Source: an optimization exercise on an open RTL-to-GDS flow (aim: small area and a short achievable clock period). Production flows keep margins and buffers that such runs may drop.
In this exercise RTL edits were held to simulation tests only and were not proved equivalent to the original.

### config.mk
export PLATFORM = sky130hd
export DESIGN_NAME = pe
export DESIGN_NICKNAME = pe
export VERILOG_FILES = /design/flow/design.v
export SDC_FILE = /design/flow/constraint.sdc
export NUM_CORES = 4
export LEC_CHECK = 0
export CAP_MARGIN = 20
export CORE_MARGIN = 2
export CORE_UTILIZATION = 60
export PLACE_DENSITY = 0.75
export SETUP_SLACK_MARGIN = 5
export SLEW_MARGIN = 20
export SYNTH_HIERARCHICAL = 1
### constraint.sdc
create_clock -name core_clock -period 11.0 [get_ports {clk}]
set_input_delay 2.2000 -clock core_clock [delete_from_list [all_inputs] [get_ports {clk}]]
set_output_delay 2.2000 -clock core_clock [all_outputs]
set_load 0.01 [all_outputs]
### design.v
`default_nettype none
`timescale 1ns / 1ps
module pe (
    input wire clk,
    input wire rst,
    input wire [15:0] act,
    input wire [15:0] wgt,
    input wire store,
    input wire reuse,
    input wire [3:0] addr,
    input wire update_out,
    output reg [31:0] out
);
    reg [31:0] accg;              
    reg [31:0] bm_r;              
    reg [7:0] one, two, neg;      
    reg [15:0] r1, r2, r3;        
    reg start;
    wire [31:0] acc_next;
    wire a0 = addr == 4'd0;
    wire a1 = addr == 4'd1;
    wire a2 = addr == 4'd2;
    wire a3 = addr == 4'd3;
    wire [15:0] bm = ({16{~reuse}} & wgt) | ({16{reuse & a1}} & r1)
                   | ({16{reuse & a2}} & r2) | ({16{reuse & a3}} & r3);
    wire [31:0] bsel = rst ? 32'd0 : (reuse & a0) ? acc_next : {16'd0, bm};
    wire keep = ~rst & ~start;
    wire [17:0] ax = {1'b0, act, 1'b0};
    wire [7:0] one_d, two_d;
    genvar g;
    generate for (g = 0; g < 8; g = g + 1) begin : enc
        assign one_d[g] = ax[2*g+1] ^ ax[2*g];
        assign two_d[g] = (ax[2*g+2] & ~ax[2*g+1] & ~ax[2*g]) | (~ax[2*g+2] & ax[2*g+1] & ax[2*g]);
    end endgenerate
    wire [32:0] Bx = {bm_r, 1'b0};
    wire [31:0] pp0;
    wire [29:0] pp1;
    wire [27:0] pp2;
    wire [25:0] pp3;
    wire [23:0] pp4;
    wire [21:0] pp5;
    wire [19:0] pp6;
    wire [17:0] pp7;
    generate for (g = 0; g < 32; g = g + 1) begin : pp
        if (g > 0 && g < 32) pe_bsel b0 (.one(one[0]), .two(two[0]), .neg(neg[0]), .b1(Bx[g+1]), .b0(Bx[g]), .p(pp0[g]));
        if (g > 0 && g < 30) pe_bsel b1 (.one(one[1]), .two(two[1]), .neg(neg[1]), .b1(Bx[g+1]), .b0(Bx[g]), .p(pp1[g]));
        if (g > 0 && g < 28) pe_bsel b2 (.one(one[2]), .two(two[2]), .neg(neg[2]), .b1(Bx[g+1]), .b0(Bx[g]), .p(pp2[g]));
        if (g > 0 && g < 26) pe_bsel b3 (.one(one[3]), .two(two[3]), .neg(neg[3]), .b1(Bx[g+1]), .b0(Bx[g]), .p(pp3[g]));
        if (g > 0 && g < 24) pe_bsel b4 (.one(one[4]), .two(two[4]), .neg(neg[4]), .b1(Bx[g+1]), .b0(Bx[g]), .p(pp4[g]));
        if (g > 0 && g < 22) pe_bsel b5 (.one(one[5]), .two(two[5]), .neg(neg[5]), .b1(Bx[g+1]), .b0(Bx[g]), .p(pp5[g]));
        if (g > 0 && g < 20) pe_bsel b6 (.one(one[6]), .two(two[6]), .neg(neg[6]), .b1(Bx[g+1]), .b0(Bx[g]), .p(pp6[g]));
        if (g > 0 && g < 18) pe_bsel b7 (.one(one[7]), .two(two[7]), .neg(neg[7]), .b1(Bx[g+1]), .b0(Bx[g]), .p(pp7[g]));
    end endgenerate
    assign pp0[0] = (one[0] & bm_r[0]) ^ neg[0];
    assign pp1[0] = (one[1] & bm_r[0]) ^ neg[1];
    assign pp2[0] = (one[2] & bm_r[0]) ^ neg[2];
    assign pp3[0] = (one[3] & bm_r[0]) ^ neg[3];
    assign pp4[0] = (one[4] & bm_r[0]) ^ neg[4];
    assign pp5[0] = (one[5] & bm_r[0]) ^ neg[5];
    assign pp6[0] = (one[6] & bm_r[0]) ^ neg[6];
    assign pp7[0] = (one[7] & bm_r[0]) ^ neg[7];
    wire [31:0] acc_s_g = accg;
    wire [15:0] pp8 = {16{neg[7]}} & bm_r[15:0];      
    wire hs1, hc1;
    pe_ha u0 (.a(acc_s_g[14]), .b(neg[7]), .s(hs1), .co(hc1));
    wire hs2, hc2;
    pe_ha u1 (.a(acc_s_g[15]), .b(pp0[15]), .s(hs2), .co(hc2));
    wire fs1, fc1;
    pe_fa u2 (.a(acc_s_g[16]), .b(pp8[0]), .c(pp0[16]), .s(fs1), .co(fc1));
    wire fs2, fc2;
    pe_fa u3 (.a(acc_s_g[17]), .b(pp8[1]), .c(pp0[17]), .s(fs2), .co(fc2));
    wire fs3, fc3;
    pe_fa u4 (.a(acc_s_g[18]), .b(pp8[2]), .c(pp0[18]), .s(fs3), .co(fc3));
    wire fs4, fc4;
    pe_fa u5 (.a(acc_s_g[19]), .b(pp8[3]), .c(pp0[19]), .s(fs4), .co(fc4));
    wire fs5, fc5;
    pe_fa u6 (.a(acc_s_g[20]), .b(pp8[4]), .c(pp0[20]), .s(fs5), .co(fc5));
    wire fs6, fc6;
    pe_fa u7 (.a(acc_s_g[21]), .b(pp8[5]), .c(pp0[21]), .s(fs6), .co(fc6));
    wire fs7, fc7;
    pe_fa u8 (.a(acc_s_g[22]), .b(pp8[6]), .c(pp0[22]), .s(fs7), .co(fc7));
    wire fs8, fc8;
    pe_fa u9 (.a(acc_s_g[23]), .b(pp8[7]), .c(pp0[23]), .s(fs8), .co(fc8));
    wire fs9, fc9;
    pe_fa u10 (.a(acc_s_g[24]), .b(pp8[8]), .c(pp0[24]), .s(fs9), .co(fc9));
    wire fs10, fc10;
    pe_fa u11 (.a(acc_s_g[25]), .b(pp8[9]), .c(pp0[25]), .s(fs10), .co(fc10));
    wire fs11, fc11;
    pe_fa u12 (.a(acc_s_g[26]), .b(pp8[10]), .c(pp0[26]), .s(fs11), .co(fc11));
    wire fs12, fc12;
    pe_fa u13 (.a(acc_s_g[27]), .b(pp8[11]), .c(pp0[27]), .s(fs12), .co(fc12));
    wire fs13, fc13;
    pe_fa u14 (.a(acc_s_g[28]), .b(pp8[12]), .c(pp0[28]), .s(fs13), .co(fc13));
    wire fs14, fc14;
    pe_fa u15 (.a(acc_s_g[29]), .b(pp8[13]), .c(pp0[29]), .s(fs14), .co(fc14));
    wire fs15, fc15;
    pe_fa u16 (.a(acc_s_g[30]), .b(pp8[14]), .c(pp0[30]), .s(fs15), .co(fc15));
    wire fs16, fc16;
    pe_fa u17 (.a(acc_s_g[31]), .b(pp8[15]), .c(pp0[31]), .s(fs16), .co(fc16));
    wire hs3, hc3;
    pe_ha u18 (.a(acc_s_g[8]), .b(neg[4]), .s(hs3), .co(hc3));
    wire hs4, hc4;
    pe_ha u19 (.a(acc_s_g[9]), .b(pp0[9]), .s(hs4), .co(hc4));
    wire fs17, fc17;
    pe_fa u20 (.a(acc_s_g[10]), .b(neg[5]), .c(pp0[10]), .s(fs17), .co(fc17));
    wire hs5, hc5;
    pe_ha u21 (.a(pp1[8]), .b(pp2[6]), .s(hs5), .co(hc5));
    wire fs18, fc18;
    pe_fa u22 (.a(acc_s_g[11]), .b(pp0[11]), .c(pp1[9]), .s(fs18), .co(fc18));
    wire hs6, hc6;
    pe_ha u23 (.a(pp2[7]), .b(pp3[5]), .s(hs6), .co(hc6));
    wire fs19, fc19;
    pe_fa u24 (.a(acc_s_g[12]), .b(neg[6]), .c(pp0[12]), .s(fs19), .co(fc19));
    wire fs20, fc20;
    pe_fa u25 (.a(pp1[10]), .b(pp2[8]), .c(pp3[6]), .s(fs20), .co(fc20));
    wire hs7, hc7;
    pe_ha u26 (.a(pp4[4]), .b(pp5[2]), .s(hs7), .co(hc7));
    wire fs21, fc21;
    pe_fa u27 (.a(acc_s_g[13]), .b(pp0[13]), .c(pp1[11]), .s(fs21), .co(fc21));
    wire fs22, fc22;
    pe_fa u28 (.a(pp2[9]), .b(pp3[7]), .c(pp4[5]), .s(fs22), .co(fc22));
    wire hs8, hc8;
    pe_ha u29 (.a(pp5[3]), .b(pp6[1]), .s(hs8), .co(hc8));
    wire fs23, fc23;
    pe_fa u30 (.a(hs1), .b(pp0[14]), .c(pp1[12]), .s(fs23), .co(fc23));
    wire fs24, fc24;
    pe_fa u31 (.a(pp2[10]), .b(pp3[8]), .c(pp4[6]), .s(fs24), .co(fc24));
    wire fs25, fc25;
    pe_fa u32 (.a(pp5[4]), .b(pp6[2]), .c(pp7[0]), .s(fs25), .co(fc25));
    wire fs26, fc26;
    pe_fa u33 (.a(hc1), .b(pp1[13]), .c(pp2[11]), .s(fs26), .co(fc26));
    wire fs27, fc27;
    pe_fa u34 (.a(pp3[9]), .b(pp4[7]), .c(pp5[5]), .s(fs27), .co(fc27));
    wire fs28, fc28;
    pe_fa u35 (.a(pp6[3]), .b(pp7[1]), .c(hs2), .s(fs28), .co(fc28));
    wire fs29, fc29;
    pe_fa u36 (.a(pp1[14]), .b(pp2[12]), .c(pp3[10]), .s(fs29), .co(fc29));
    wire fs30, fc30;
    pe_fa u37 (.a(pp4[8]), .b(pp5[6]), .c(pp6[4]), .s(fs30), .co(fc30));
    wire fs31, fc31;
    pe_fa u38 (.a(pp7[2]), .b(hc2), .c(fs1), .s(fs31), .co(fc31));
    wire fs32, fc32;
    pe_fa u39 (.a(pp1[15]), .b(pp2[13]), .c(pp3[11]), .s(fs32), .co(fc32));
    wire fs33, fc33;
    pe_fa u40 (.a(pp4[9]), .b(pp5[7]), .c(pp6[5]), .s(fs33), .co(fc33));
    wire fs34, fc34;
    pe_fa u41 (.a(pp7[3]), .b(fc1), .c(fs2), .s(fs34), .co(fc34));
    wire fs35, fc35;
    pe_fa u42 (.a(pp1[16]), .b(pp2[14]), .c(pp3[12]), .s(fs35), .co(fc35));
    wire fs36, fc36;
    pe_fa u43 (.a(pp4[10]), .b(pp5[8]), .c(pp6[6]), .s(fs36), .co(fc36));
    wire fs37, fc37;
    pe_fa u44 (.a(pp7[4]), .b(fc2), .c(fs3), .s(fs37), .co(fc37));
    wire fs38, fc38;
    pe_fa u45 (.a(pp1[17]), .b(pp2[15]), .c(pp3[13]), .s(fs38), .co(fc38));
    wire fs39, fc39;
    pe_fa u46 (.a(pp4[11]), .b(pp5[9]), .c(pp6[7]), .s(fs39), .co(fc39));
    wire fs40, fc40;
    pe_fa u47 (.a(pp7[5]), .b(fc3), .c(fs4), .s(fs40), .co(fc40));
    wire fs41, fc41;
    pe_fa u48 (.a(pp1[18]), .b(pp2[16]), .c(pp3[14]), .s(fs41), .co(fc41));
    wire fs42, fc42;
    pe_fa u49 (.a(pp4[12]), .b(pp5[10]), .c(pp6[8]), .s(fs42), .co(fc42));
    wire fs43, fc43;
    pe_fa u50 (.a(pp7[6]), .b(fc4), .c(fs5), .s(fs43), .co(fc43));
    wire fs44, fc44;
    pe_fa u51 (.a(pp1[19]), .b(pp2[17]), .c(pp3[15]), .s(fs44), .co(fc44));
    wire fs45, fc45;
    pe_fa u52 (.a(pp4[13]), .b(pp5[11]), .c(pp6[9]), .s(fs45), .co(fc45));
    wire fs46, fc46;
    pe_fa u53 (.a(pp7[7]), .b(fc5), .c(fs6), .s(fs46), .co(fc46));
    wire fs47, fc47;
    pe_fa u54 (.a(pp1[20]), .b(pp2[18]), .c(pp3[16]), .s(fs47), .co(fc47));
    wire fs48, fc48;
    pe_fa u55 (.a(pp4[14]), .b(pp5[12]), .c(pp6[10]), .s(fs48), .co(fc48));
    wire fs49, fc49;
    pe_fa u56 (.a(pp7[8]), .b(fc6), .c(fs7), .s(fs49), .co(fc49));
    wire fs50, fc50;
    pe_fa u57 (.a(pp1[21]), .b(pp2[19]), .c(pp3[17]), .s(fs50), .co(fc50));
    wire fs51, fc51;
    pe_fa u58 (.a(pp4[15]), .b(pp5[13]), .c(pp6[11]), .s(fs51), .co(fc51));
    wire fs52, fc52;
    pe_fa u59 (.a(pp7[9]), .b(fc7), .c(fs8), .s(fs52), .co(fc52));
    wire fs53, fc53;
    pe_fa u60 (.a(pp1[22]), .b(pp2[20]), .c(pp3[18]), .s(fs53), .co(fc53));
    wire fs54, fc54;
    pe_fa u61 (.a(pp4[16]), .b(pp5[14]), .c(pp6[12]), .s(fs54), .co(fc54));
    wire fs55, fc55;
    pe_fa u62 (.a(pp7[10]), .b(fc8), .c(fs9), .s(fs55), .co(fc55));
    wire fs56, fc56;
    pe_fa u63 (.a(pp1[23]), .b(pp2[21]), .c(pp3[19]), .s(fs56), .co(fc56));
    wire fs57, fc57;
    pe_fa u64 (.a(pp4[17]), .b(pp5[15]), .c(pp6[13]), .s(fs57), .co(fc57));
    wire fs58, fc58;
    pe_fa u65 (.a(pp7[11]), .b(fc9), .c(fs10), .s(fs58), .co(fc58));
    wire fs59, fc59;
    pe_fa u66 (.a(pp1[24]), .b(pp2[22]), .c(pp3[20]), .s(fs59), .co(fc59));
    wire fs60, fc60;
    pe_fa u67 (.a(pp4[18]), .b(pp5[16]), .c(pp6[14]), .s(fs60), .co(fc60));
    wire fs61, fc61;
    pe_fa u68 (.a(pp7[12]), .b(fc10), .c(fs11), .s(fs61), .co(fc61));
    wire fs62, fc62;
    pe_fa u69 (.a(pp1[25]), .b(pp2[23]), .c(pp3[21]), .s(fs62), .co(fc62));
    wire fs63, fc63;
    pe_fa u70 (.a(pp4[19]), .b(pp5[17]), .c(pp6[15]), .s(fs63), .co(fc63));
    wire fs64, fc64;
    pe_fa u71 (.a(pp7[13]), .b(fc11), .c(fs12), .s(fs64), .co(fc64));
    wire fs65, fc65;
    pe_fa u72 (.a(pp1[26]), .b(pp2[24]), .c(pp3[22]), .s(fs65), .co(fc65));
    wire fs66, fc66;
    pe_fa u73 (.a(pp4[20]), .b(pp5[18]), .c(pp6[16]), .s(fs66), .co(fc66));
    wire fs67, fc67;
    pe_fa u74 (.a(pp7[14]), .b(fc12), .c(fs13), .s(fs67), .co(fc67));
    wire fs68, fc68;
    pe_fa u75 (.a(pp1[27]), .b(pp2[25]), .c(pp3[23]), .s(fs68), .co(fc68));
    wire fs69, fc69;
    pe_fa u76 (.a(pp4[21]), .b(pp5[19]), .c(pp6[17]), .s(fs69), .co(fc69));
    wire fs70, fc70;
    pe_fa u77 (.a(pp7[15]), .b(fc13), .c(fs14), .s(fs70), .co(fc70));
    wire fs71, fc71;
    pe_fa u78 (.a(pp1[28]), .b(pp2[26]), .c(pp3[24]), .s(fs71), .co(fc71));
    wire fs72, fc72;
    pe_fa u79 (.a(pp4[22]), .b(pp5[20]), .c(pp6[18]), .s(fs72), .co(fc72));
    wire fs73, fc73;
    pe_fa u80 (.a(pp7[16]), .b(fc14), .c(fs15), .s(fs73), .co(fc73));
    wire fs74, fc74;
    pe_fa u81 (.a(pp1[29]), .b(pp2[27]), .c(pp3[25]), .s(fs74), .co(fc74));
    wire fs75, fc75;
    pe_fa u82 (.a(pp4[23]), .b(pp5[21]), .c(pp6[19]), .s(fs75), .co(fc75));
    wire fs76, fc76;
    pe_fa u83 (.a(pp7[17]), .b(fc15), .c(fs16), .s(fs76), .co(fc76));
    wire hs9, hc9;
    pe_ha u84 (.a(acc_s_g[4]), .b(neg[2]), .s(hs9), .co(hc9));
    wire hs10, hc10;
    pe_ha u85 (.a(acc_s_g[5]), .b(pp0[5]), .s(hs10), .co(hc10));
    wire fs77, fc77;
    pe_fa u86 (.a(acc_s_g[6]), .b(neg[3]), .c(pp0[6]), .s(fs77), .co(fc77));
    wire hs11, hc11;
    pe_ha u87 (.a(pp1[4]), .b(pp2[2]), .s(hs11), .co(hc11));
    wire fs78, fc78;
    pe_fa u88 (.a(acc_s_g[7]), .b(pp0[7]), .c(pp1[5]), .s(fs78), .co(fc78));
    wire hs12, hc12;
    pe_ha u89 (.a(pp2[3]), .b(pp3[1]), .s(hs12), .co(hc12));
    wire fs79, fc79;
    pe_fa u90 (.a(hs3), .b(pp0[8]), .c(pp1[6]), .s(fs79), .co(fc79));
    wire fs80, fc80;
    pe_fa u91 (.a(pp2[4]), .b(pp3[2]), .c(pp4[0]), .s(fs80), .co(fc80));
    wire fs81, fc81;
    pe_fa u92 (.a(hc3), .b(pp1[7]), .c(pp2[5]), .s(fs81), .co(fc81));
    wire fs82, fc82;
    pe_fa u93 (.a(pp3[3]), .b(pp4[1]), .c(hs4), .s(fs82), .co(fc82));
    wire fs83, fc83;
    pe_fa u94 (.a(pp3[4]), .b(pp4[2]), .c(pp5[0]), .s(fs83), .co(fc83));
    wire fs84, fc84;
    pe_fa u95 (.a(hc4), .b(hs5), .c(fs17), .s(fs84), .co(fc84));
    wire fs85, fc85;
    pe_fa u96 (.a(pp4[3]), .b(pp5[1]), .c(hc5), .s(fs85), .co(fc85));
    wire fs86, fc86;
    pe_fa u97 (.a(hs6), .b(fc17), .c(fs18), .s(fs86), .co(fc86));
    wire fs87, fc87;
    pe_fa u98 (.a(pp6[0]), .b(hc6), .c(hs7), .s(fs87), .co(fc87));
    wire fs88, fc88;
    pe_fa u99 (.a(fs19), .b(fc18), .c(fs20), .s(fs88), .co(fc88));
    wire fs89, fc89;
    pe_fa u100 (.a(hc7), .b(hs8), .c(fc19), .s(fs89), .co(fc89));
    wire fs90, fc90;
    pe_fa u101 (.a(fc20), .b(fs21), .c(fs22), .s(fs90), .co(fc90));
    wire fs91, fc91;
    pe_fa u102 (.a(hc8), .b(fc21), .c(fc22), .s(fs91), .co(fc91));
    wire fs92, fc92;
    pe_fa u103 (.a(fs23), .b(fs24), .c(fs25), .s(fs92), .co(fc92));
    wire fs93, fc93;
    pe_fa u104 (.a(fc23), .b(fc24), .c(fc25), .s(fs93), .co(fc93));
    wire fs94, fc94;
    pe_fa u105 (.a(fs26), .b(fs27), .c(fs28), .s(fs94), .co(fc94));
    wire fs95, fc95;
    pe_fa u106 (.a(fc26), .b(fc27), .c(fs29), .s(fs95), .co(fc95));
    wire fs96, fc96;
    pe_fa u107 (.a(fs30), .b(fc28), .c(fs31), .s(fs96), .co(fc96));
    wire fs97, fc97;
    pe_fa u108 (.a(fc29), .b(fc30), .c(fs32), .s(fs97), .co(fc97));
    wire fs98, fc98;
    pe_fa u109 (.a(fs33), .b(fc31), .c(fs34), .s(fs98), .co(fc98));
    wire fs99, fc99;
    pe_fa u110 (.a(fc32), .b(fc33), .c(fs35), .s(fs99), .co(fc99));
    wire fs100, fc100;
    pe_fa u111 (.a(fs36), .b(fc34), .c(fs37), .s(fs100), .co(fc100));
    wire fs101, fc101;
    pe_fa u112 (.a(fc35), .b(fc36), .c(fs38), .s(fs101), .co(fc101));
    wire fs102, fc102;
    pe_fa u113 (.a(fs39), .b(fc37), .c(fs40), .s(fs102), .co(fc102));
    wire fs103, fc103;
    pe_fa u114 (.a(fc38), .b(fc39), .c(fs41), .s(fs103), .co(fc103));
    wire fs104, fc104;
    pe_fa u115 (.a(fs42), .b(fc40), .c(fs43), .s(fs104), .co(fc104));
    wire fs105, fc105;
    pe_fa u116 (.a(fc41), .b(fc42), .c(fs44), .s(fs105), .co(fc105));
    wire fs106, fc106;
    pe_fa u117 (.a(fs45), .b(fc43), .c(fs46), .s(fs106), .co(fc106));
    wire fs107, fc107;
    pe_fa u118 (.a(fc44), .b(fc45), .c(fs47), .s(fs107), .co(fc107));
    wire fs108, fc108;
    pe_fa u119 (.a(fs48), .b(fc46), .c(fs49), .s(fs108), .co(fc108));
    wire fs109, fc109;
    pe_fa u120 (.a(fc47), .b(fc48), .c(fs50), .s(fs109), .co(fc109));
    wire fs110, fc110;
    pe_fa u121 (.a(fs51), .b(fc49), .c(fs52), .s(fs110), .co(fc110));
    wire fs111, fc111;
    pe_fa u122 (.a(fc50), .b(fc51), .c(fs53), .s(fs111), .co(fc111));
    wire fs112, fc112;
    pe_fa u123 (.a(fs54), .b(fc52), .c(fs55), .s(fs112), .co(fc112));
    wire fs113, fc113;
    pe_fa u124 (.a(fc53), .b(fc54), .c(fs56), .s(fs113), .co(fc113));
    wire fs114, fc114;
    pe_fa u125 (.a(fs57), .b(fc55), .c(fs58), .s(fs114), .co(fc114));
    wire fs115, fc115;
    pe_fa u126 (.a(fc56), .b(fc57), .c(fs59), .s(fs115), .co(fc115));
    wire fs116, fc116;
    pe_fa u127 (.a(fs60), .b(fc58), .c(fs61), .s(fs116), .co(fc116));
    wire fs117, fc117;
    pe_fa u128 (.a(fc59), .b(fc60), .c(fs62), .s(fs117), .co(fc117));
    wire fs118, fc118;
    pe_fa u129 (.a(fs63), .b(fc61), .c(fs64), .s(fs118), .co(fc118));
    wire fs119, fc119;
    pe_fa u130 (.a(fc62), .b(fc63), .c(fs65), .s(fs119), .co(fc119));
    wire fs120, fc120;
    pe_fa u131 (.a(fs66), .b(fc64), .c(fs67), .s(fs120), .co(fc120));
    wire fs121, fc121;
    pe_fa u132 (.a(fc65), .b(fc66), .c(fs68), .s(fs121), .co(fc121));
    wire fs122, fc122;
    pe_fa u133 (.a(fs69), .b(fc67), .c(fs70), .s(fs122), .co(fc122));
    wire fs123, fc123;
    pe_fa u134 (.a(fc68), .b(fc69), .c(fs71), .s(fs123), .co(fc123));
    wire fs124, fc124;
    pe_fa u135 (.a(fs72), .b(fc70), .c(fs73), .s(fs124), .co(fc124));
    wire fs125, fc125;
    pe_fa u136 (.a(fc71), .b(fc72), .c(fs74), .s(fs125), .co(fc125));
    wire fs126, fc126;
    pe_fa u137 (.a(fs75), .b(fc73), .c(fs76), .s(fs126), .co(fc126));
    wire hs13, hc13;
    pe_ha u138 (.a(acc_s_g[2]), .b(neg[1]), .s(hs13), .co(hc13));
    wire hs14, hc14;
    pe_ha u139 (.a(acc_s_g[3]), .b(pp0[3]), .s(hs14), .co(hc14));
    wire fs127, fc127;
    pe_fa u140 (.a(hs9), .b(pp0[4]), .c(pp1[2]), .s(fs127), .co(fc127));
    wire fs128, fc128;
    pe_fa u141 (.a(hc9), .b(pp1[3]), .c(pp2[1]), .s(fs128), .co(fc128));
    wire fs129, fc129;
    pe_fa u142 (.a(pp3[0]), .b(hc10), .c(hs11), .s(fs129), .co(fc129));
    wire fs130, fc130;
    pe_fa u143 (.a(hc11), .b(hs12), .c(fc77), .s(fs130), .co(fc130));
    wire fs131, fc131;
    pe_fa u144 (.a(hc12), .b(fc78), .c(fs79), .s(fs131), .co(fc131));
    wire fs132, fc132;
    pe_fa u145 (.a(fc79), .b(fc80), .c(fs81), .s(fs132), .co(fc132));
    wire fs133, fc133;
    pe_fa u146 (.a(fc81), .b(fs83), .c(fc82), .s(fs133), .co(fc133));
    wire fs134, fc134;
    pe_fa u147 (.a(fc83), .b(fs85), .c(fc84), .s(fs134), .co(fc134));
    wire fs135, fc135;
    pe_fa u148 (.a(fc85), .b(fs87), .c(fc86), .s(fs135), .co(fc135));
    wire fs136, fc136;
    pe_fa u149 (.a(fc87), .b(fs89), .c(fc88), .s(fs136), .co(fc136));
    wire fs137, fc137;
    pe_fa u150 (.a(fc89), .b(fc90), .c(fs91), .s(fs137), .co(fc137));
    wire fs138, fc138;
    pe_fa u151 (.a(fc91), .b(fc92), .c(fs93), .s(fs138), .co(fc138));
    wire fs139, fc139;
    pe_fa u152 (.a(fc93), .b(fs95), .c(fc94), .s(fs139), .co(fc139));
    wire fs140, fc140;
    pe_fa u153 (.a(fc95), .b(fs97), .c(fc96), .s(fs140), .co(fc140));
    wire fs141, fc141;
    pe_fa u154 (.a(fc97), .b(fs99), .c(fc98), .s(fs141), .co(fc141));
    wire fs142, fc142;
    pe_fa u155 (.a(fc99), .b(fs101), .c(fc100), .s(fs142), .co(fc142));
    wire fs143, fc143;
    pe_fa u156 (.a(fc101), .b(fs103), .c(fc102), .s(fs143), .co(fc143));
    wire fs144, fc144;
    pe_fa u157 (.a(fc103), .b(fs105), .c(fc104), .s(fs144), .co(fc144));
    wire fs145, fc145;
    pe_fa u158 (.a(fc105), .b(fs107), .c(fc106), .s(fs145), .co(fc145));
    wire fs146, fc146;
    pe_fa u159 (.a(fc107), .b(fs109), .c(fc108), .s(fs146), .co(fc146));
    wire fs147, fc147;
    pe_fa u160 (.a(fc109), .b(fs111), .c(fc110), .s(fs147), .co(fc147));
    wire fs148, fc148;
    pe_fa u161 (.a(fc111), .b(fs113), .c(fc112), .s(fs148), .co(fc148));
    wire fs149, fc149;
    pe_fa u162 (.a(fc113), .b(fs115), .c(fc114), .s(fs149), .co(fc149));
    wire fs150, fc150;
    pe_fa u163 (.a(fc115), .b(fs117), .c(fc116), .s(fs150), .co(fc150));
    wire fs151, fc151;
    pe_fa u164 (.a(fc117), .b(fs119), .c(fc118), .s(fs151), .co(fc151));
    wire fs152, fc152;
    pe_fa u165 (.a(fc119), .b(fs121), .c(fc120), .s(fs152), .co(fc152));
    wire fs153, fc153;
    pe_fa u166 (.a(fc121), .b(fs123), .c(fc122), .s(fs153), .co(fc153));
    wire fs154, fc154;
    pe_fa u167 (.a(fc123), .b(fs125), .c(fc124), .s(fs154), .co(fc154));
    wire hs15, hc15;
    pe_ha u168 (.a(acc_s_g[0]), .b(neg[0]), .s(hs15), .co(hc15));
    wire hs16, hc16;
    pe_ha u169 (.a(acc_s_g[1]), .b(pp0[1]), .s(hs16), .co(hc16));
    wire fs155, fc155;
    pe_fa u170 (.a(hs13), .b(pp0[2]), .c(pp1[0]), .s(fs155), .co(fc155));
    wire fs156, fc156;
    pe_fa u171 (.a(hc13), .b(pp1[1]), .c(hs14), .s(fs156), .co(fc156));
    wire fs157, fc157;
    pe_fa u172 (.a(pp2[0]), .b(hc14), .c(fs127), .s(fs157), .co(fc157));
    wire fs158, fc158;
    pe_fa u173 (.a(hs10), .b(fc127), .c(fs128), .s(fs158), .co(fc158));
    wire fs159, fc159;
    pe_fa u174 (.a(fs77), .b(fc128), .c(fs129), .s(fs159), .co(fc159));
    wire fs160, fc160;
    pe_fa u175 (.a(fs78), .b(fc129), .c(fs130), .s(fs160), .co(fc160));
    wire fs161, fc161;
    pe_fa u176 (.a(fs80), .b(fc130), .c(fs131), .s(fs161), .co(fc161));
    wire fs162, fc162;
    pe_fa u177 (.a(fs82), .b(fc131), .c(fs132), .s(fs162), .co(fc162));
    wire fs163, fc163;
    pe_fa u178 (.a(fs84), .b(fc132), .c(fs133), .s(fs163), .co(fc163));
    wire fs164, fc164;
    pe_fa u179 (.a(fs86), .b(fc133), .c(fs134), .s(fs164), .co(fc164));
    wire fs165, fc165;
    pe_fa u180 (.a(fs88), .b(fc134), .c(fs135), .s(fs165), .co(fc165));
    wire fs166, fc166;
    pe_fa u181 (.a(fs90), .b(fc135), .c(fs136), .s(fs166), .co(fc166));
    wire fs167, fc167;
    pe_fa u182 (.a(fs92), .b(fc136), .c(fs137), .s(fs167), .co(fc167));
    wire fs168, fc168;
    pe_fa u183 (.a(fs94), .b(fc137), .c(fs138), .s(fs168), .co(fc168));
    wire fs169, fc169;
    pe_fa u184 (.a(fs96), .b(fc138), .c(fs139), .s(fs169), .co(fc169));
    wire fs170, fc170;
    pe_fa u185 (.a(fs98), .b(fc139), .c(fs140), .s(fs170), .co(fc170));
    wire fs171, fc171;
    pe_fa u186 (.a(fs100), .b(fc140), .c(fs141), .s(fs171), .co(fc171));
    wire fs172, fc172;
    pe_fa u187 (.a(fs102), .b(fc141), .c(fs142), .s(fs172), .co(fc172));
    wire fs173, fc173;
    pe_fa u188 (.a(fs104), .b(fc142), .c(fs143), .s(fs173), .co(fc173));
    wire fs174, fc174;
    pe_fa u189 (.a(fs106), .b(fc143), .c(fs144), .s(fs174), .co(fc174));
    wire fs175, fc175;
    pe_fa u190 (.a(fs108), .b(fc144), .c(fs145), .s(fs175), .co(fc175));
    wire fs176, fc176;
    pe_fa u191 (.a(fs110), .b(fc145), .c(fs146), .s(fs176), .co(fc176));
    wire fs177, fc177;
    pe_fa u192 (.a(fs112), .b(fc146), .c(fs147), .s(fs177), .co(fc177));
    wire fs178, fc178;
    pe_fa u193 (.a(fs114), .b(fc147), .c(fs148), .s(fs178), .co(fc178));
    wire fs179, fc179;
    pe_fa u194 (.a(fs116), .b(fc148), .c(fs149), .s(fs179), .co(fc179));
    wire fs180, fc180;
    pe_fa u195 (.a(fs118), .b(fc149), .c(fs150), .s(fs180), .co(fc180));
    wire fs181, fc181;
    pe_fa u196 (.a(fs120), .b(fc150), .c(fs151), .s(fs181), .co(fc181));
    wire fs182, fc182;
    pe_fa u197 (.a(fs122), .b(fc151), .c(fs152), .s(fs182), .co(fc182));
    wire fs183, fc183;
    pe_fa u198 (.a(fs124), .b(fc152), .c(fs153), .s(fs183), .co(fc183));
    wire fs184, fc184;
    pe_fa u199 (.a(fs126), .b(fc153), .c(fs154), .s(fs184), .co(fc184));
    wire [31:0] row_a = {fc183, fc182, fc181, fc180, fc179, fc178, fc177, fc176, fc175, fc174, fc173, fc172, fc171, fc170, fc169, fc168, fc167, fc166, fc165, fc164, fc163, fc162, fc161, fc160, fc159, fc158, fc157, fc156, fc155, hc16, hc15, hs15};
    wire [31:0] row_b = {fs184, fs183, fs182, fs181, fs180, fs179, fs178, fs177, fs176, fs175, fs174, fs173, fs172, fs171, fs170, fs169, fs168, fs167, fs166, fs165, fs164, fs163, fs162, fs161, fs160, fs159, fs158, fs157, fs156, fs155, hs16, pp0[0]};
    pe_cpa cpa (.a(row_a), .b(row_b), .s(acc_next));
    always @(posedge clk) begin
        bm_r <= bsel;
        one <= one_d;
        two <= two_d;
        neg <= {act[15], act[13], act[11], act[9], act[7], act[5], act[3], act[1]};
        accg <= {32{keep}} & acc_next;
        if (rst) begin
            r1 <= 16'd0;
            r2 <= 16'd0;
            r3 <= 16'd0;
            out <= 32'd0;
            start <= 1'b0;
        end else begin
            if (store && a1) r1 <= wgt;
            if (store && a2) r2 <= wgt;
            if (store && a3) r3 <= wgt;
            if (update_out) out <= acc_next;
            start <= update_out;
        end
    end
endmodule
module pe_cpa (input wire [31:0] a, input wire [31:0] b, output wire [31:0] s);
    wire [31:0] cg0 = a & b;
    wire [31:0] cp0 = a ^ b;
    wire [31:0] cg1, cp1;
    assign cg1[0] = cg0[0]; assign cp1[0] = cp0[0];
    assign cg1[1] = cg0[1] | (cp0[1] & cg0[0]); assign cp1[1] = cp0[1] & cp0[0];
    assign cg1[2] = cg0[2]; assign cp1[2] = cp0[2];
    assign cg1[3] = cg0[3] | (cp0[3] & cg0[2]); assign cp1[3] = cp0[3] & cp0[2];
    assign cg1[4] = cg0[4]; assign cp1[4] = cp0[4];
    assign cg1[5] = cg0[5] | (cp0[5] & cg0[4]); assign cp1[5] = cp0[5] & cp0[4];
    assign cg1[6] = cg0[6]; assign cp1[6] = cp0[6];
    assign cg1[7] = cg0[7] | (cp0[7] & cg0[6]); assign cp1[7] = cp0[7] & cp0[6];
    assign cg1[8] = cg0[8]; assign cp1[8] = cp0[8];
    assign cg1[9] = cg0[9] | (cp0[9] & cg0[8]); assign cp1[9] = cp0[9] & cp0[8];
    assign cg1[10] = cg0[10]; assign cp1[10] = cp0[10];
    assign cg1[11] = cg0[11] | (cp0[11] & cg0[10]); assign cp1[11] = cp0[11] & cp0[10];
    assign cg1[12] = cg0[12]; assign cp1[12] = cp0[12];
    assign cg1[13] = cg0[13] | (cp0[13] & cg0[12]); assign cp1[13] = cp0[13] & cp0[12];
    assign cg1[14] = cg0[14]; assign cp1[14] = cp0[14];
    assign cg1[15] = cg0[15] | (cp0[15] & cg0[14]); assign cp1[15] = cp0[15] & cp0[14];
    assign cg1[16] = cg0[16]; assign cp1[16] = cp0[16];
    assign cg1[17] = cg0[17] | (cp0[17] & cg0[16]); assign cp1[17] = cp0[17] & cp0[16];
    assign cg1[18] = cg0[18]; assign cp1[18] = cp0[18];
    assign cg1[19] = cg0[19] | (cp0[19] & cg0[18]); assign cp1[19] = cp0[19] & cp0[18];
    assign cg1[20] = cg0[20]; assign cp1[20] = cp0[20];
    assign cg1[21] = cg0[21] | (cp0[21] & cg0[20]); assign cp1[21] = cp0[21] & cp0[20];
    assign cg1[22] = cg0[22]; assign cp1[22] = cp0[22];
    assign cg1[23] = cg0[23] | (cp0[23] & cg0[22]); assign cp1[23] = cp0[23] & cp0[22];
    assign cg1[24] = cg0[24]; assign cp1[24] = cp0[24];
    assign cg1[25] = cg0[25] | (cp0[25] & cg0[24]); assign cp1[25] = cp0[25] & cp0[24];
    assign cg1[26] = cg0[26]; assign cp1[26] = cp0[26];
    assign cg1[27] = cg0[27] | (cp0[27] & cg0[26]); assign cp1[27] = cp0[27] & cp0[26];
    assign cg1[28] = cg0[28]; assign cp1[28] = cp0[28];
    assign cg1[29] = cg0[29] | (cp0[29] & cg0[28]); assign cp1[29] = cp0[29] & cp0[28];
    assign cg1[30] = cg0[30]; assign cp1[30] = cp0[30];
    assign cg1[31] = cg0[31] | (cp0[31] & cg0[30]); assign cp1[31] = cp0[31] & cp0[30];
    wire [31:0] cg2, cp2;
    assign cg2[0] = cg1[0]; assign cp2[0] = cp1[0];
    assign cg2[1] = cg1[1]; assign cp2[1] = cp1[1];
    assign cg2[2] = cg1[2] | (cp1[2] & cg1[1]); assign cp2[2] = cp1[2] & cp1[1];
    assign cg2[3] = cg1[3] | (cp1[3] & cg1[1]); assign cp2[3] = cp1[3] & cp1[1];
    assign cg2[4] = cg1[4]; assign cp2[4] = cp1[4];
    assign cg2[5] = cg1[5]; assign cp2[5] = cp1[5];
    assign cg2[6] = cg1[6] | (cp1[6] & cg1[5]); assign cp2[6] = cp1[6] & cp1[5];
    assign cg2[7] = cg1[7] | (cp1[7] & cg1[5]); assign cp2[7] = cp1[7] & cp1[5];
    assign cg2[8] = cg1[8]; assign cp2[8] = cp1[8];
    assign cg2[9] = cg1[9]; assign cp2[9] = cp1[9];
    assign cg2[10] = cg1[10] | (cp1[10] & cg1[9]); assign cp2[10] = cp1[10] & cp1[9];
    assign cg2[11] = cg1[11] | (cp1[11] & cg1[9]); assign cp2[11] = cp1[11] & cp1[9];
    assign cg2[12] = cg1[12]; assign cp2[12] = cp1[12];
    assign cg2[13] = cg1[13]; assign cp2[13] = cp1[13];
    assign cg2[14] = cg1[14] | (cp1[14] & cg1[13]); assign cp2[14] = cp1[14] & cp1[13];
    assign cg2[15] = cg1[15] | (cp1[15] & cg1[13]); assign cp2[15] = cp1[15] & cp1[13];
    assign cg2[16] = cg1[16]; assign cp2[16] = cp1[16];
    assign cg2[17] = cg1[17]; assign cp2[17] = cp1[17];
    assign cg2[18] = cg1[18] | (cp1[18] & cg1[17]); assign cp2[18] = cp1[18] & cp1[17];
    assign cg2[19] = cg1[19] | (cp1[19] & cg1[17]); assign cp2[19] = cp1[19] & cp1[17];
    assign cg2[20] = cg1[20]; assign cp2[20] = cp1[20];
    assign cg2[21] = cg1[21]; assign cp2[21] = cp1[21];
    assign cg2[22] = cg1[22] | (cp1[22] & cg1[21]); assign cp2[22] = cp1[22] & cp1[21];
    assign cg2[23] = cg1[23] | (cp1[23] & cg1[21]); assign cp2[23] = cp1[23] & cp1[21];
    assign cg2[24] = cg1[24]; assign cp2[24] = cp1[24];
    assign cg2[25] = cg1[25]; assign cp2[25] = cp1[25];
    assign cg2[26] = cg1[26] | (cp1[26] & cg1[25]); assign cp2[26] = cp1[26] & cp1[25];
    assign cg2[27] = cg1[27] | (cp1[27] & cg1[25]); assign cp2[27] = cp1[27] & cp1[25];
    assign cg2[28] = cg1[28]; assign cp2[28] = cp1[28];
    assign cg2[29] = cg1[29]; assign cp2[29] = cp1[29];
    assign cg2[30] = cg1[30] | (cp1[30] & cg1[29]); assign cp2[30] = cp1[30] & cp1[29];
    assign cg2[31] = cg1[31] | (cp1[31] & cg1[29]); assign cp2[31] = cp1[31] & cp1[29];
    wire [31:0] cg3, cp3;
    assign cg3[0] = cg2[0]; assign cp3[0] = cp2[0];
    assign cg3[1] = cg2[1]; assign cp3[1] = cp2[1];
    assign cg3[2] = cg2[2]; assign cp3[2] = cp2[2];
    assign cg3[3] = cg2[3]; assign cp3[3] = cp2[3];
    assign cg3[4] = cg2[4] | (cp2[4] & cg2[3]); assign cp3[4] = cp2[4] & cp2[3];
    assign cg3[5] = cg2[5] | (cp2[5] & cg2[3]); assign cp3[5] = cp2[5] & cp2[3];
    assign cg3[6] = cg2[6] | (cp2[6] & cg2[3]); assign cp3[6] = cp2[6] & cp2[3];
    assign cg3[7] = cg2[7] | (cp2[7] & cg2[3]); assign cp3[7] = cp2[7] & cp2[3];
    assign cg3[8] = cg2[8]; assign cp3[8] = cp2[8];
    assign cg3[9] = cg2[9]; assign cp3[9] = cp2[9];
    assign cg3[10] = cg2[10]; assign cp3[10] = cp2[10];
    assign cg3[11] = cg2[11]; assign cp3[11] = cp2[11];
    assign cg3[12] = cg2[12] | (cp2[12] & cg2[11]); assign cp3[12] = cp2[12] & cp2[11];
    assign cg3[13] = cg2[13] | (cp2[13] & cg2[11]); assign cp3[13] = cp2[13] & cp2[11];
    assign cg3[14] = cg2[14] | (cp2[14] & cg2[11]); assign cp3[14] = cp2[14] & cp2[11];
    assign cg3[15] = cg2[15] | (cp2[15] & cg2[11]); assign cp3[15] = cp2[15] & cp2[11];
    assign cg3[16] = cg2[16]; assign cp3[16] = cp2[16];
    assign cg3[17] = cg2[17]; assign cp3[17] = cp2[17];
    assign cg3[18] = cg2[18]; assign cp3[18] = cp2[18];
    assign cg3[19] = cg2[19]; assign cp3[19] = cp2[19];
    assign cg3[20] = cg2[20] | (cp2[20] & cg2[19]); assign cp3[20] = cp2[20] & cp2[19];
    assign cg3[21] = cg2[21] | (cp2[21] & cg2[19]); assign cp3[21] = cp2[21] & cp2[19];
    assign cg3[22] = cg2[22] | (cp2[22] & cg2[19]); assign cp3[22] = cp2[22] & cp2[19];
    assign cg3[23] = cg2[23] | (cp2[23] & cg2[19]); assign cp3[23] = cp2[23] & cp2[19];
    assign cg3[24] = cg2[24]; assign cp3[24] = cp2[24];
    assign cg3[25] = cg2[25]; assign cp3[25] = cp2[25];
    assign cg3[26] = cg2[26]; assign cp3[26] = cp2[26];
    assign cg3[27] = cg2[27]; assign cp3[27] = cp2[27];
    assign cg3[28] = cg2[28] | (cp2[28] & cg2[27]); assign cp3[28] = cp2[28] & cp2[27];
    assign cg3[29] = cg2[29] | (cp2[29] & cg2[27]); assign cp3[29] = cp2[29] & cp2[27];
    assign cg3[30] = cg2[30] | (cp2[30] & cg2[27]); assign cp3[30] = cp2[30] & cp2[27];
    assign cg3[31] = cg2[31] | (cp2[31] & cg2[27]); assign cp3[31] = cp2[31] & cp2[27];
    wire [31:0] cg4, cp4;
    assign cg4[0] = cg3[0]; assign cp4[0] = cp3[0];
    assign cg4[1] = cg3[1]; assign cp4[1] = cp3[1];
    assign cg4[2] = cg3[2]; assign cp4[2] = cp3[2];
    assign cg4[3] = cg3[3]; assign cp4[3] = cp3[3];
    assign cg4[4] = cg3[4]; assign cp4[4] = cp3[4];
    assign cg4[5] = cg3[5]; assign cp4[5] = cp3[5];
    assign cg4[6] = cg3[6]; assign cp4[6] = cp3[6];
    assign cg4[7] = cg3[7]; assign cp4[7] = cp3[7];
    assign cg4[8] = cg3[8] | (cp3[8] & cg3[7]); assign cp4[8] = cp3[8] & cp3[7];
    assign cg4[9] = cg3[9] | (cp3[9] & cg3[7]); assign cp4[9] = cp3[9] & cp3[7];
    assign cg4[10] = cg3[10] | (cp3[10] & cg3[7]); assign cp4[10] = cp3[10] & cp3[7];
    assign cg4[11] = cg3[11] | (cp3[11] & cg3[7]); assign cp4[11] = cp3[11] & cp3[7];
    assign cg4[12] = cg3[12] | (cp3[12] & cg3[7]); assign cp4[12] = cp3[12] & cp3[7];
    assign cg4[13] = cg3[13] | (cp3[13] & cg3[7]); assign cp4[13] = cp3[13] & cp3[7];
    assign cg4[14] = cg3[14] | (cp3[14] & cg3[7]); assign cp4[14] = cp3[14] & cp3[7];
    assign cg4[15] = cg3[15] | (cp3[15] & cg3[7]); assign cp4[15] = cp3[15] & cp3[7];
    assign cg4[16] = cg3[16]; assign cp4[16] = cp3[16];
    assign cg4[17] = cg3[17]; assign cp4[17] = cp3[17];
    assign cg4[18] = cg3[18]; assign cp4[18] = cp3[18];
    assign cg4[19] = cg3[19]; assign cp4[19] = cp3[19];
    assign cg4[20] = cg3[20]; assign cp4[20] = cp3[20];
    assign cg4[21] = cg3[21]; assign cp4[21] = cp3[21];
    assign cg4[22] = cg3[22]; assign cp4[22] = cp3[22];
    assign cg4[23] = cg3[23]; assign cp4[23] = cp3[23];
    assign cg4[24] = cg3[24] | (cp3[24] & cg3[23]); assign cp4[24] = cp3[24] & cp3[23];
    assign cg4[25] = cg3[25] | (cp3[25] & cg3[23]); assign cp4[25] = cp3[25] & cp3[23];
    assign cg4[26] = cg3[26] | (cp3[26] & cg3[23]); assign cp4[26] = cp3[26] & cp3[23];
    assign cg4[27] = cg3[27] | (cp3[27] & cg3[23]); assign cp4[27] = cp3[27] & cp3[23];
    assign cg4[28] = cg3[28] | (cp3[28] & cg3[23]); assign cp4[28] = cp3[28] & cp3[23];
    assign cg4[29] = cg3[29] | (cp3[29] & cg3[23]); assign cp4[29] = cp3[29] & cp3[23];
    assign cg4[30] = cg3[30] | (cp3[30] & cg3[23]); assign cp4[30] = cp3[30] & cp3[23];
    assign cg4[31] = cg3[31] | (cp3[31] & cg3[23]); assign cp4[31] = cp3[31] & cp3[23];
    wire [31:0] cg5, cp5;
    assign cg5[0] = cg4[0]; assign cp5[0] = cp4[0];
    assign cg5[1] = cg4[1]; assign cp5[1] = cp4[1];
    assign cg5[2] = cg4[2]; assign cp5[2] = cp4[2];
    assign cg5[3] = cg4[3]; assign cp5[3] = cp4[3];
    assign cg5[4] = cg4[4]; assign cp5[4] = cp4[4];
    assign cg5[5] = cg4[5]; assign cp5[5] = cp4[5];
    assign cg5[6] = cg4[6]; assign cp5[6] = cp4[6];
    assign cg5[7] = cg4[7]; assign cp5[7] = cp4[7];
    assign cg5[8] = cg4[8]; assign cp5[8] = cp4[8];
    assign cg5[9] = cg4[9]; assign cp5[9] = cp4[9];
    assign cg5[10] = cg4[10]; assign cp5[10] = cp4[10];
    assign cg5[11] = cg4[11]; assign cp5[11] = cp4[11];
    assign cg5[12] = cg4[12]; assign cp5[12] = cp4[12];
    assign cg5[13] = cg4[13]; assign cp5[13] = cp4[13];
    assign cg5[14] = cg4[14]; assign cp5[14] = cp4[14];
    assign cg5[15] = cg4[15]; assign cp5[15] = cp4[15];
    assign cg5[16] = cg4[16] | (cp4[16] & cg4[15]); assign cp5[16] = cp4[16] & cp4[15];
    assign cg5[17] = cg4[17] | (cp4[17] & cg4[15]); assign cp5[17] = cp4[17] & cp4[15];
    assign cg5[18] = cg4[18] | (cp4[18] & cg4[15]); assign cp5[18] = cp4[18] & cp4[15];
    assign cg5[19] = cg4[19] | (cp4[19] & cg4[15]); assign cp5[19] = cp4[19] & cp4[15];
    assign cg5[20] = cg4[20] | (cp4[20] & cg4[15]); assign cp5[20] = cp4[20] & cp4[15];
    assign cg5[21] = cg4[21] | (cp4[21] & cg4[15]); assign cp5[21] = cp4[21] & cp4[15];
    assign cg5[22] = cg4[22] | (cp4[22] & cg4[15]); assign cp5[22] = cp4[22] & cp4[15];
    assign cg5[23] = cg4[23] | (cp4[23] & cg4[15]); assign cp5[23] = cp4[23] & cp4[15];
    assign cg5[24] = cg4[24] | (cp4[24] & cg4[15]); assign cp5[24] = cp4[24] & cp4[15];
    assign cg5[25] = cg4[25] | (cp4[25] & cg4[15]); assign cp5[25] = cp4[25] & cp4[15];
    assign cg5[26] = cg4[26] | (cp4[26] & cg4[15]); assign cp5[26] = cp4[26] & cp4[15];
    assign cg5[27] = cg4[27] | (cp4[27] & cg4[15]); assign cp5[27] = cp4[27] & cp4[15];
    assign cg5[28] = cg4[28] | (cp4[28] & cg4[15]); assign cp5[28] = cp4[28] & cp4[15];
    assign cg5[29] = cg4[29] | (cp4[29] & cg4[15]); assign cp5[29] = cp4[29] & cp4[15];
    assign cg5[30] = cg4[30] | (cp4[30] & cg4[15]); assign cp5[30] = cp4[30] & cp4[15];
    assign cg5[31] = cg4[31] | (cp4[31] & cg4[15]); assign cp5[31] = cp4[31] & cp4[15];
    assign s = cp0 ^ {cg5[30:0], 1'b0};
endmodule
module pe_bsel (input wire one, input wire two, input wire neg, input wire b1, input wire b0, output wire p);
    assign p = ((one & b1) | (two & b0)) ^ neg;
endmodule
module pe_fa (input wire a, input wire b, input wire c, output wire s, output wire co);
    assign s = a ^ b ^ c;
    assign co = (a & b) | (a & c) | (b & c);
endmodule
module pe_ha (input wire a, input wire b, output wire s, output wire co);
    assign s = a ^ b;
    assign co = a & b;
endmodule
### flow/run.sh
#!/bin/bash
# Layout flow: the standard synthesis unchanged; after the floorplan every
# combinational cell is set to its smallest drive strength (downsize.tcl), then the standard flow's
# standard layout continues, with timing repair upsizing what the timing needs.
set -euo pipefail
here=$(pwd)
bash standard.sh synth > synth.log 2>&1
bash standard.sh floorplan > floorplan.log 2>&1
odb=$(ls $here/orfs/results/*/pe/base/2_floorplan.odb)
DS_ODB=$odb openroad -no_init -exit flow/downsize.tcl > downsize.log 2>&1
bash standard.sh 'BUFFER_PORTS_ARGS=-buffer_cell sky130_fd_sc_hd__buf_2' SETUP_SLACK_MARGIN=6 'CTS_ARGS=-sink_clustering_enable -repair_clock_nets -dont_use_dummy_load -buf_list sky130_fd_sc_hd__clkbuf_8 -sink_buffer_max_cap_derate 0.3 -sink_clustering_size 10 -sink_clustering_max_diameter 50' finish > layout.log 2>&1
### flow/downsize.tcl
# Set every combinational standard cell to the smallest drive strength of the same
# function; timing repair later in the flow upsizes the cells that need it.
# Flip-flops, tap cells and port buffers are left alone.
set odb_file $::env(DS_ODB)
read_db $odb_file
set db [ord::get_db]
set block [ord::get_db_block]
set skip {dfxtp dfxbp dfrtp dfrbp dfstp dfsbp edfxtp sdfxtp tapvpwrvgnd conb clkbuf clkinv}
set n 0
foreach inst [$block getInsts] {
  set m [$inst getMaster]
  set name [$m getName]
  if {![regexp {^sky130_fd_sc_hd__(\w+)_(\d+)$} $name -> base drive]} { continue }
  if {[lsearch -exact $skip $base] >= 0} { continue }
  set best ""
  set best_area [expr {[$m getWidth] * [$m getHeight]}]
  foreach d {0 1 2} {
    if {$d >= $drive} { break }
    set cand [$db findMaster "sky130_fd_sc_hd__${base}_$d"]
    if {$cand eq "NULL" || $cand eq ""} { continue }
    set a [expr {[$cand getWidth] * [$cand getHeight]}]
    if {$a < $best_area} { set best $cand; set best_area $a }
  }
  if {$best ne ""} {
    $inst swapMaster $best
    incr n
  }
}
puts "downsized $n instances"
write_db $odb_file
### standard.sh
#!/bin/bash
# synth_recipe.tcl (not shown) runs the flow's synth.tcl, then flattens the netlist and writes it again
# the make line also repeats each setting of config.mk as NAME=value (left out here)
make -C /OpenROAD-flow-scripts/flow DESIGN_CONFIG=/design/flow/config.mk WORK_HOME=/design/flow/orfs CLKGATE_MAP_FILE= SYNTH_SCRIPT=/design/flow/synth_recipe.tcl "${@:-finish}"
==> flow_summary_export.csv, run 1 <==
group,metric,value,unit
run,cap_violations,0,
place,gp_congestion,0.891,
global_route,grt_use_total,31.9,%
detailed_routing,routed_wl,44.3,mm
synthesis,synth_edf_count,0,
worst_setup_path,critPathKind,"flip-flop to flip-flop",
detailed_routing,wl_per_cell,24.4,µm
min_path,hp-class,"flip-flop to flip-flop",
place,numPortBuffers,72,
global_route,grt_pass1_vias,12300,
timing,slew_headroom,33.4,%
timing,setup_viol,0,
detailed_routing,avgViaCountPerCell,6.61,
timing,hold_viol,0,
timing,setup_tns,0,ns
place,pre_cts_ws,4.95,ns
timing,post-route-period-util,48.3,%
synthesis,ys_seq_area_share,21.5,%
cts,hold_buffers,0,
cts,cts_tree,"built",
global_route,grt_antenna_before_repair,0,
synthesis,synthCells,1370,
cts,htreeDepth,4,
final_layout,drive_gt1_share,20.0,%
synthesis,synth_ff_type,"dfxtp_1",
timing,final_max_slew_viol_count,0,
detailed_routing,drt_pass1_iterations,7,
timing,worst_pin_slew,0.993,ns
timing,rsz0062_at_grt,"yes",
cts,clock_latency,0.48,ns
die,die_area,27500,µm²
synthesis,synth_top_area_cell,"fa_1",
die,ios,73,
cts,cts.sinks,169,
cts,root_buffer,"clkbuf_8",
final_layout,n_antenna_cell,0,
detailed_routing,antenna_left,0,
cts,clkTransAtPathRegs,0.10,ns
cts,clockBufferDepth,2,
final_layout,utilization,65.4,%
synthesis,synthesis.area,15700,µm²
synthesis,synth.top_cell.area_share,24.1,%
detailed_routing,first_iter_violations,1411,
final_layout,finalNetCount,1761,
worst_setup_path,arrival,5.65,ns
final_layout,syn_to_final_growth,7.84,%
synthesis,synthDistinctLibCells,60,
timing,finClkSkew,0.0473,ns
place,hpwlAfterDp,27.8,mm
die,row_count,59,
worst_setup_path,path_max_fanout,8,
global_route,grt_pass1_wl,69.5,mm
timing,period_needed,5.31,ns
cts,cts_made_buffers,17,
die,fp.coreArea,25900,µm²
timing,finalWorstSetupSlack,5.69,ns
die,die_y,166,µm
synthesis,synth_top_cells_by_area,"fa_1 24%, dfxtp_1 22%, a22oi_2 15%",
die,start_util,60.7,%
worst_setup_path,end_kind,"flip-flop",
synthesis,synth-seq-cells,169,
die,dieWidth,166,µm
worst_setup_path,startpoint_type,"flip-flop",
timing,fmax,0.188,GHz
worst_setup_path,critical_path_required,11.34,ns
synthesis,synthArstFlopShare,0,%
detailed_routing,route.detailed.drc,0,
final_layout,nFillCells,1934,
synthesis,synthesis.nets,1646,
synthesis,avgSynthCellArea,11.5,µm²
synthesis,yosysWarnings,7,
global_route,grt_start_max_net_pins,98,
detailed_routing,dr_total_vias,12000,
global_route,overflow,0,
status,outcome,"finished clean",
-- worst max-delay path, stage by stage (launching register included) --
cell,delay [ns]
dfxtp_4,0.37
buf_12,0.15
buf_12,0.15
a22oi_2,0.16
xnor2_1,0.11
fa_2,0.55
fa_2,0.44
fa_2,0.36
fa_1,0.50
fa_1,0.45
ha_4,0.27
o21ai_4,0.20
o21bai_4,0.13
a211oi_4,0.23
buf_6,0.16
a211oi_2,0.06
buf_4,0.17
o41ai_4,0.29
xnor2_2,0.16
mux2i_1,0.20
nor2_1,0.05
-- synthesized netlist by cell type (4+ instances only) --
| library cell | count |
|---|---|
| clkbuf_1 | 29 |
| a21o_1 | 6 |
| and2_1 | 64 |
| a211oi_2 | 4 |
| nor2_1 | 42 |
| a222oi_1 | 16 |
| nand3_1 | 20 |
| xor2_1 | 14 |
| buf_2 | 6 |
| ha_1 | 46 |
| inv_1 | 16 |
| dfxtp_1 | 169 |
| o21ai_0 | 28 |
| nor3_1 | 40 |
| nor2b_1 | 6 |
| nand2b_1 | 74 |
| nand2_1 | 20 |
| mux2_2 | 16 |
| a22oi_2 | 192 |
| nand3b_1 | 8 |
| xnor2_1 | 216 |
| mux2i_1 | 67 |
| fa_1 | 189 |
| a21oi_1 | 32 |
-- registers in the layout, indices dropped and copies added (netlist names), 16 cells and up --
| name | cells |
|---|---|
| accg | 32 |
| bm_r | 32 |
| out | 32 |
| r1 | 16 |
| r2 | 16 |
| r3 | 16 |
-- cells in the final DEF (no fill, tap or decap), types with 15 or more instances in the layout --
cell / synthesis / layout
ha_1: 46 / 31
o21ai_0: 28 / 27
mux2_2: 16 / 16
a22oi_1: 1 / 179
fa_1: 189 / 175
a21oi_1: 32 / 27
dfxtp_4: 0 / 19
xnor2_1: 216 / 208
nand2_1: 20 / 16
nor2_1: 42 / 38
mux2i_1: 67 / 66
a222oi_1: 16 / 16
nor3_1: 40 / 40
buf_6: 3 / 15
buf_2: 6 / 71
nand2b_1: 74 / 74
and2_1: 64 / 61
dfxtp_1: 169 / 138
nand3_1: 20 / 19
clkbuf_8: 0 / 17
buf_4: 2 / 38
-- cells by family after synthesis --
kind of cell | synth area share [%]
AO/OA/AOI/OAI | 20.5
AND/OR/NAND/NOR | 10.4
adder cells (fa/ha/maj) | 27.7
XOR/XNOR | 12.8
flip-flops | 21.5
multiplexers | 5.41
buffers and inverters | 1.65
-- final cells by class --
class                           count  area [µm²]  share of cell area (%)
Timing Repair Buffer              139        1130                    6.68
Clock buffer                       17         234                    1.38
Inverter                           16        60.1                   0.354
Multi-Input combinational cell   1142       11600                    68.7
Tap cell                          335         419                    2.47
Sequential cell                   169        3470                    20.5
-- metal layers --
| layer | routed length [µm] | share of wire (%) | up-vias | track usage [%] |
|---|---|---|---|---|
| met2 | 20600 | 46 | 792 | 49.5 |
| li1 | - | - | 5097 | - |
| met3 | 5060 | 11 | 159 | 8.63 |
| met1 | 16900 | 38 | 5959 | 42.4 |
| met4 | 1810 | 4.1 | 2 | 13.8 |
| met5 | 35 | 0.079 | - | 0 |
-- path summary, 6_finish.rpt --
| kind | from | to | slack [ns] | cells after the start |
|---|---|---|---|---|
| worst min-delay path | r3[10]$_SDFFE_PP0P_ | r3[10]$_SDFFE_PP0P_ | 0.48 | 2 |
| worst min register to register | r3[10]$_SDFFE_PP0P_ | r3[10]$_SDFFE_PP0P_ | 0.48 | 2 |
| worst max-delay path | two[0]$_DFF_P_ | out[30]$_SDFFE_PP0P_ | 5.69 | 20 |
| worst max register to register | two[0]$_DFF_P_ | out[30]$_SDFFE_PP0P_ | 5.69 | 20 |
-- Yosys stat by module (local to each module, per instance) --
| module | copies in the design | flops+latches | area [µm²] |
|---|---|---|---|
| pe_ha | 16 | 0 | 12.5 |
| pe | 1 | 169 | 6300 |
| pe_bsel | 192 | 0 | 21.3 |
| pe_cpa | 1 | 0 | 1460 |
| pe_fa | 184 | 0 | 20.0 |
-- metrics by stage --
stage / cells / instance area, µm² / hold WS, ns
final: 1818 / 17000 / 0.478
after global routing: 1818 / 17000 / 0.496
after CTS: 1803 / 16600 / 0.478
after detailed placement: 1764 / 15500 / 0.460
after global placement: 1764 / 15500 / 0.455
after floorplan: 1370 / 15700 / 0.445
-- repair_timing --
item                                    CTS  global route
endpoints found under the setup margin   49            45
setup buffers                            19            15
gates resized for setup                 152            52
pin swaps                                35            13
gates cloned                              3             0
==> inputs of run 2 (changes only) <==
--- a/design.v
+++ b/design.v
@@ -470,3 +470,3 @@
         two <= two_d;
-        neg <= {act[15], act[13], act[11], act[9], act[7], act[5], act[3], act[1]};
+        neg <= {8{~rst}} & {act[15], act[13], act[11], act[9], act[7], act[5], act[3], act[1]};
         accg <= {32{keep}} & acc_next;
==> flow/run.sh (replaced) <==
#!/bin/bash
# Layout flow. Synthesis is the standard synthesis, unchanged. After the floorplan,
# every combinational cell is set to its smallest drive strength (downsize.tcl); the rest
# is the standard layout, with the ports buffered by buf_2 cells and timing repair
# aiming at 6 ns of setup slack, so that it upsizes only the cells the timing needs.
# Each step's full output goes to its own log file in this folder.
set -euo pipefail
here=$(pwd)
bash standard.sh synth > synth.log 2>&1
bash standard.sh floorplan > floorplan.log 2>&1
odb=$(ls $here/orfs/results/*/pe/base/2_floorplan.odb)
DS_ODB=$odb openroad -no_init -exit flow/downsize.tcl > downsize.log 2>&1
bash standard.sh 'BUFFER_PORTS_ARGS=-buffer_cell sky130_fd_sc_hd__buf_2' SETUP_SLACK_MARGIN=6 finish > layout.log 2>&1
==> run 2 against run 1 <==
Largest cell class unchanged; worst hold slack worse by 0.0027 ns; synthesized cell count is 1.1% higher; first-iteration DRC count is 12% higher.
==> flow_summary_export.csv, run 2 <==
group,metric,value,unit
status,outcome,"finished clean",
global_route,grt_pass1_wl,70.7,mm
cts,cts_tree,"built",
min_path,hold_path_depth,2,
synthesis,synth_top_cells_by_area,"fa_1 24%, dfxtp_1 21%, a22oi_2 15%",
final_layout,utilization,66.7,%
place,numPortBuffers,72,
die,dieWidth,166,µm
min_path,min_from,"r1[15]$_SDFFE_PP0P_",
cts,cts_made_buffers,17,
final_layout,drive_gt1_share,20.1,%
worst_setup_path,path_max_fanout,14,
detailed_routing,drt_pass1_iterations,7,
die,row_count,59,
synthesis,synthXorXnorAreaFrac,12.8,%
place,place_inst,1772,
timing,setup_viol,0,
place,gp_congestion,0.898,
final_layout,final_common_cell,"xnor2_1",
synthesis,synth-seq-cells,169,
die,fp.coreArea,25900,µm²
final_layout,finalNetCount,1773,
timing,final_max_slew_viol_count,0,
global_route,grt_pass1_vias,12600,
final_layout,n_antenna_cell,0,
synthesis,synthDistinctLibCells,60,
detailed_routing,antenna_left,0,
timing,post-route-period-util,47.1,%
synthesis,synthesis.nets,1661,
detailed_routing,route.detailed.drc,0,
synthesis,synth_edf_count,0,
timing,fmax,0.193,GHz
min_path,hp-class,"flip-flop to flip-flop",
cts,clockBufferDepth,2,
final_layout,top_regs,"accg: 32 flops, bm_r: 32 flops, out: 32 flops",
cts,root_buffer,"clkbuf_16",
synthesis,synthCells,1385,
timing,finClkSkew,0.0172,ns
detailed_routing,first_iter_violations,1579,
final_layout,fin_area,17300,µm²
timing,slew_headroom,21.3,%
timing,setup_tns,0,ns
timing,hold_viol,0,
worst_setup_path,arrival,5.51,ns
timing,worst_pin_slew,1.18,ns
worst_setup_path,crit_path_start,"one[0]$_DFF_P_",
final_layout,layout_common_cells,"205 x xnor2_1, 182 x a22oi_1, 180 x fa_1",
synthesis,avgSynthCellArea,11.4,µm²
timing,rsz0062_at_grt,"yes",
worst_setup_path,startpoint_type,"flip-flop",
synthesis,synthSimpleGateAreaFrac,10.6,%
run,cap_violations,0,
cts,cts.sinks,169,
synthesis,synth_top_area_cell,"fa_1",
detailed_routing,avgViaCountPerCell,6.53,
synthesis,ys_seq_area_share,21.5,%
cts,clock_latency,0.45,ns
synthesis,synthTopCellsByCount,"216 x xnor2_1, 192 x a22oi_2, 189 x fa_1, 169 x dfxtp_1, 68 x nand2b_1",
cts,clkTransAtPathRegs,0.08,ns
die,start_util,60.8,%
synthesis,synth-adder-area-share,27.6,%
final_layout,final_cells,1845,
synthesis,synthMuxAreaShare,5.40,%
synthesis,synth-compound-area-share,20.5,%
worst_setup_path,reg2reg_depth,19,
min_path,min_to,"r1[15]$_SDFFE_PP0P_",
synthesis,synthesis.area,15800,µm²
detailed_routing,routed_wl,45.4,mm
place,place_area,15500,µm²
global_route,grt_start_max_net_pins,93,
cts,htreeDepth,4,
synthesis,synth_top_family_by_area,"adder cells",
worst_setup_path,r2r_start,"one[0]$_DFF_P_",
worst_setup_path,r2r_slack,5.81,ns
worst_setup_path,critical_path_required,11.32,ns
detailed_routing,wl_per_cell,24.6,µm
worst_setup_path,critPathKind,"flip-flop to flip-flop",
synthesis,synth.top_cell.area_share,24.0,%
worst_setup_path,rr_endpoint,"out[17]$_SDFFE_PP0P_",
synthesis,synthArstFlopShare,0,%
worst_setup_path,end_kind,"flip-flop",
final_layout,syn_to_final_growth,9.58,%
place,hpwlAfterDp,28.5,mm
global_route,grt_use_total,32.5,%
die,ios,73,
timing,period_needed,5.19,ns
global_route,grt_antenna_before_repair,0,
global_route,overflow,0,
synthesis,post-synth-top-count-cell,"xnor2_1",
die,die_area,27600,µm²
synthesis,synth_ff_type,"dfxtp_1",
cts,hold_buffers,0,
die,die_y,166,µm
detailed_routing,dr_total_vias,12000,
synthesis,yosysWarnings,7,
[run 2: critical path: stages, from the launching register on]
cell	delay, ns
dfxtp_2	0.34
buf_12	0.15
buf_4	0.15
a22oi_2	0.21
xnor2_2	0.15
fa_2	0.49
fa_2	0.40
fa_1	0.53
fa_2	0.48
ha_4	0.30
nand4_1	0.20
buf_4	0.20
buf_4	0.12
o221a_4	0.34
nand2_1	0.15
inv_1	0.07
fa_1	0.41
xnor2_2	0.17
mux2i_1	0.13
nor2_1	0.05
[run 2: worst max path at each step]
| stage | to |
|---|---|
| 2_1_floorplan | out[30]$_SDFFE_PP0P_ |
| 3_3_place_gp | out[29]$_SDFFE_PP0P_ |
| 3_5_place_dp | out[31]$_SDFFE_PP0P_ |
| 4_1_cts | out[31]$_SDFFE_PP0P_ |
| 5_1_grt | out[31]$_SDFFE_PP0P_ |
| 6_report | out[17]$_SDFFE_PP0P_ |
[run 2: Yosys stat by module (local to each module, per instance)]
module / cells inside / flops+latches
pe: 621 / 169
pe_bsel: 2 / 0
pe_cpa: 180 / 0
pe_fa: 1 / 0
pe_ha: 1 / 0
[run 2: area by class of cell]
type,instances,area [µm²]
fillers,1865,8630
repair buffers,137,1040
flip-flops and latches,169,3500
clock buffers,19,453
well taps,335,419
inverters,16,60.1
clock inverters,13,168
multi-input cells,1156,11600
[run 2: layer usage]
metal	GRT usage, %	wire [µm]	up-vias
met1	43.2	17700	5901
li1	-	-	5144
met2	49.9	20800	833
met4	15.4	1900	0
met5	0	0	-
met3	8.25	5030	171
[run 2: repair_timing]
| item | in CTS | in global routing |
|---|---|---|
| setup buffers | 29 | 9 |
| pin swaps | 37 | 33 |
| cloned | 3 | 0 |
| resized for setup | 146 | 43 |
| endpoints found under the setup margin | 53 | 48 |
[run 2: cells by family (layout without fill, tap and decap cells)]
| group | Yosys count | in the layout |
|---|---|---|
| buffers and inverters | 60 | 185 |
| muxes | 83 | 83 |
| adders and majority gates | 235 | 235 |
| and+or+nand+nor | 303 | 303 |
| DFF | 169 | 169 |
| xor gates and xnor gates | 230 | 230 |
| AOI/OAI and AO/OA | 305 | 305 |
[run 2: stage by stage]
stage	setup WS (ns)	hold slack [ns]
floorplan	5.31	0.445
global placement	4.91	0.456
detailed placement	4.84	0.461
CTS	5.83	0.477
global route	5.68	0.494
finish	5.81	0.475

[static timing again, ports no longer ideal]
No port has a modelled driver above. Below, the same layouts with a new extraction and two added sets of constraints.
Step 1 sets driving cells, clkbuf_16 on the clock port and buf_2 on the other inputs (assumed; they add their load-dependent delay and slew).
Step 2 times the ports against the registers' clock, not the clock port: input delays grow and output delays shrink by t, the midpoint of the rising clock arrivals with the driver on.
a / b / c = ideal / step 1 / step 2; a / b = the first two.
run | shift t [ns] | setup slack, ns | worst setup path at the end | worst data-port slew with drivers (ns)
run 1 | 0.507 | 5.688 / 5.688 / 5.688 | register to register | 0.03
run 2 | 0.487 | 5.814 / 5.814 / 5.814 | register to register | 0.06
After both steps every run listed still meets setup and hold.
